Background: an optimization exercise with open tools, aiming at small area, a short achievable clock period and few clock cycles per item. Do not read the settings as production practice.

==> job 5768: inputs <==
==> flow/design.v (excerpt) <==
module mul_op #(parameter INPUTS = 2,
		parameter OUTPUTS = 1,
		parameter DATA_IN_SIZE = 32,
		parameter DATA_OUT_SIZE = 32)
		(
		input clk,
		input rst,
		input [INPUTS * (DATA_IN_SIZE)- 1 : 0]data_in_bus,
		input [INPUTS - 1 : 0]valid_in_bus,
		output [INPUTS - 1 : 0] ready_in_bus,
		output [OUTPUTS * (DATA_OUT_SIZE) - 1 : 0]data_out_bus,
		output [OUTPUTS - 1 : 0]valid_out_bus,
		input 	[OUTPUTS - 1 : 0] ready_out_bus
);
  reg fa, fb;
  reg [31:0] a_s, b_s;
  reg sv;             
  wire ce = ~sv;      
  wire fire = fa & fb & ce;
  assign ready_in_bus[0] = ~fa | fire;
  assign ready_in_bus[1] = ~fb | fire;
  always @(posedge clk, posedge rst)
    if (rst) begin fa <= 1'b0; fb <= 1'b0; end
    else begin
      if (ready_in_bus[0]) fa <= valid_in_bus[0];
      if (ready_in_bus[1]) fb <= valid_in_bus[1];
    end
  always @(posedge clk) begin
    if (ready_in_bus[0]) a_s <= data_in_bus[31:0];
    if (ready_in_bus[1]) b_s <= data_in_bus[63:32];
  end
  reg [1:0] v;
  always @(posedge clk, posedge rst)
    if (rst) v <= 0;
    else if (ce) v <= {v[0:0], fire};
  reg [31:0] s_reg, p_reg;
  always @(posedge clk, posedge rst)
    if (rst) sv <= 1'b0;
    else sv <= sv ? ~ready_out_bus[0] : (v[1] & ~ready_out_bus[0]);
  always @(posedge clk) if (ce) s_reg <= p_reg;
  assign valid_out_bus[0] = sv | v[1];
  reg [3:0] svo;
  genvar gi;
  generate for (gi = 0; gi < 4; gi = gi + 1) begin : svc
    always @(posedge clk, posedge rst)
      if (rst) svo[gi] <= 1'b0;
      else svo[gi] <= svo[gi] ? ~ready_out_bus[0] : (v[1] & ~ready_out_bus[0]);
    assign data_out_bus[gi*8 +: 8] = svo[gi] ? s_reg[gi*8 +: 8] : p_reg[gi*8 +: 8];
  end endgenerate
  wire [31:0] pp0;
  wire [2:0] sel0;
  wire [29:0] pp1;
  wire [2:0] sel1;
  wire [27:0] pp2;
  wire [2:0] sel2;
  wire [25:0] pp3;
  wire [2:0] sel3;
  wire [23:0] pp4;
  ...
==> flow/config.mk <==
export PLATFORM = sky130hd
export DESIGN_NAME = mul_op
export DESIGN_NICKNAME = mul_op
export VERILOG_FILES = /design/flow/design.v
export SDC_FILE = /design/flow/constraint.sdc
export NUM_CORES = 4
export LEC_CHECK = 0
export CAP_MARGIN = 20
export CORE_MARGIN = 2
export CORE_UTILIZATION = 40
export SETUP_SLACK_MARGIN = 5
export SLEW_MARGIN = 20
export SYNTH_HIERARCHICAL = 1
==> flow/constraint.sdc <==
create_clock -name core_clock -period 8.0 [get_ports {clk}]
set_input_delay 1.6000 -clock core_clock [delete_from_list [all_inputs] [get_ports {clk}]]
set_output_delay 1.6000 -clock core_clock [all_outputs]
set_load 0.01 [all_outputs]
standard.sh (not shown) runs the stock make flow with config.mk's settings and CLKGATE_MAP_FILE= SYNTH_SCRIPT=/design/flow/synth_recipe.tcl, a recipe that flattens the netlist after the stock synthesis.
==> flow/flow/run.sh <==
#!/bin/bash
# The standard layout, with resizing free to change a cell's footprint (so the
# port buffers and other cells can be swapped for faster ones) and port
# buffers that are plain buffers rather than delay cells.
set -euo pipefail
bash standard.sh MATCH_CELL_FOOTPRINT=0 BUFFER_PORTS_ARGS="-buffer_cell sky130_fd_sc_hd__buf_2" finish > standard.log 2>&1
==> inputs of job 3058, as changes to job 5768 <==
--- a/flow/design.v
+++ b/flow/design.v
@@ -9,47 +9,25 @@
 		input [INPUTS - 1 : 0]valid_in_bus,
 		output [INPUTS - 1 : 0] ready_in_bus,
 		output [OUTPUTS * (DATA_OUT_SIZE) - 1 : 0]data_out_bus,
 		output [OUTPUTS - 1 : 0]valid_out_bus,
 		input 	[OUTPUTS - 1 : 0] ready_out_bus
 );
-  reg fa, fb;
-  reg [31:0] a_s, b_s;
-  reg sv;             
-  wire ce = ~sv;      
-  wire fire = fa & fb & ce;
-  assign ready_in_bus[0] = ~fa | fire;
-  assign ready_in_bus[1] = ~fb | fire;
-  always @(posedge clk, posedge rst)
-    if (rst) begin fa <= 1'b0; fb <= 1'b0; end
-    else begin
-      if (ready_in_bus[0]) fa <= valid_in_bus[0];
-      if (ready_in_bus[1]) fb <= valid_in_bus[1];
-    end
-  always @(posedge clk) begin
-    if (ready_in_bus[0]) a_s <= data_in_bus[31:0];
-    if (ready_in_bus[1]) b_s <= data_in_bus[63:32];
-  end
   reg [1:0] v;
+  wire ce = ~v[1] | ready_out_bus[0];
+  assign ready_in_bus[0] = valid_in_bus[1] & ce;
+  assign ready_in_bus[1] = valid_in_bus[0] & ce;
+  wire join_valid = valid_in_bus[0] & valid_in_bus[1];
   always @(posedge clk, posedge rst)
     if (rst) v <= 0;
-    else if (ce) v <= {v[0:0], fire};
-  reg [31:0] s_reg, p_reg;
-  always @(posedge clk, posedge rst)
-    if (rst) sv <= 1'b0;
-    else sv <= sv ? ~ready_out_bus[0] : (v[1] & ~ready_out_bus[0]);
-  always @(posedge clk) if (ce) s_reg <= p_reg;
-  assign valid_out_bus[0] = sv | v[1];
-  reg [3:0] svo;
-  genvar gi;
-  generate for (gi = 0; gi < 4; gi = gi + 1) begin : svc
-    always @(posedge clk, posedge rst)
-      if (rst) svo[gi] <= 1'b0;
-      else svo[gi] <= svo[gi] ? ~ready_out_bus[0] : (v[1] & ~ready_out_bus[0]);
-    assign data_out_bus[gi*8 +: 8] = svo[gi] ? s_reg[gi*8 +: 8] : p_reg[gi*8 +: 8];
-  end endgenerate
+    else if (ce) v <= {v[0:0], join_valid};
+  assign valid_out_bus[0] = v[1];
+  reg [31:0] p_reg;
+  assign data_out_bus[31:0] = p_reg;
+  wire [31:0] a_s = data_in_bus[31:0];
+  wire [31:0] b_s = data_in_bus[63:32];
   wire [31:0] pp0;
   wire [2:0] sel0;
   wire [29:0] pp1;
   wire [2:0] sel1;
   wire [27:0] pp2;
   wire [2:0] sel2;
- SETUP_SLACK_MARGIN: 5 -> 4.2
==> inputs of job 1087, as changes to job 5768 <==
- SETUP_SLACK_MARGIN: 5 -> 4.8
==> comparison <==
Global-route usage, lowest first: job 1087, job 5768, job 3058.
In job 3058 the via count is lower than in job 1087, by 8.6%.
Between job 1087 and job 3058, the lower final cell count is in job 3058 (gap about 10%, measured against job 3058).
Clock skew, highest first: job 5768, job 1087, job 3058.
Critical path depth is the same in job 5768 and job 1087.
First-iteration DRC count: job 3058 < job 1087 < job 5768.
==> figures <==
Result of the run: job 3058 finished clean; job 1087 finished clean; job 5768 finished clean
Worst R2R Path Depth: job 3058 9; job 1087 12; job 5768 14
Crit path launch: job 3058 data_in_bus[34]; job 1087 svo[0]; job 5768 svo[3]
Placer congestion estimate: job 3058 0.865; job 1087 0.834; job 5768 0.844
Number of instances in the placed design: job 3058 2329; job 1087 2596; job 5768 2593
Die X: job 3058 218 µm; job 1087 237 µm; job 5768 237 µm
Count of buffers not belonging to the clock network in the layout: job 3058 269; job 1087 272; job 5768 377
Highest clock frequency the design can meet: job 3058 258 MHz; job 1087 316 MHz; job 5768 317 MHz
Type of the worst setup path: job 3058 in -> reg; job 1087 reg -> out; job 5768 reg -> out
Bufs on Longest Clock Path: job 3058 2; job 1087 3; job 5768 3
Finished Cell Area: job 3058 22200 µm²; job 1087 25700 µm²; job 5768 28000 µm²
Met3 capacity usage during global routing: job 3058 4.28%; job 1087 2.66%; job 5768 2.56%
Hold Path Sink: job 3058 p_reg[2]; job 1087 p_reg[0]; job 5768 p_reg[3]
Multi-input combinational cell area: job 3058 14100 µm²; job 1087 14100 µm²; job 5768 15200 µm²
FF-to-FF setup slack: job 3058 4750 ps; job 1087 4840 ps; job 5768 4900 ps
Function was not checked in any run of this note: the RTL went through the layout flow alone.

## re-timing with driven ports
No port has a modelled driver above. Below, the same layouts with a new extraction and two added sets of constraints.
Step 1 (the two cells are an assumption about what drives the block):
set clk [get_ports {clk}]
set_driving_cell -lib_cell sky130_fd_sc_hd__clkbuf_16 $clk
set_driving_cell -lib_cell sky130_fd_sc_hd__buf_2 [delete_from_list [all_inputs] $clk]
Step 2 also shifts input and output timing later by t, the mid clock arrival at the registers, as if the neighbouring blocks saw the same clock.
Slacks: no drivers / after step 1 / after step 2; pairs: no drivers / after step 1.
| run | t, ns | slack for setup (ns) | pins driven straight from the clock port |
|---|---|---|---|
| job 5768 | 0.621 | 4.845 / 4.785 / 4.904 | 1 |
| job 3058 | 0.537 | 4.123 / 4.088 / 3.551 | 1 |
| job 1087 | 0.615 | 4.832 / 4.779 / 4.844 | 1 |
After both steps setup and hold are still met in every run listed. For job 3058, which loses most, drivers alone change the setup slack by -0.035 ns; drivers and shift together by -0.572 ns.
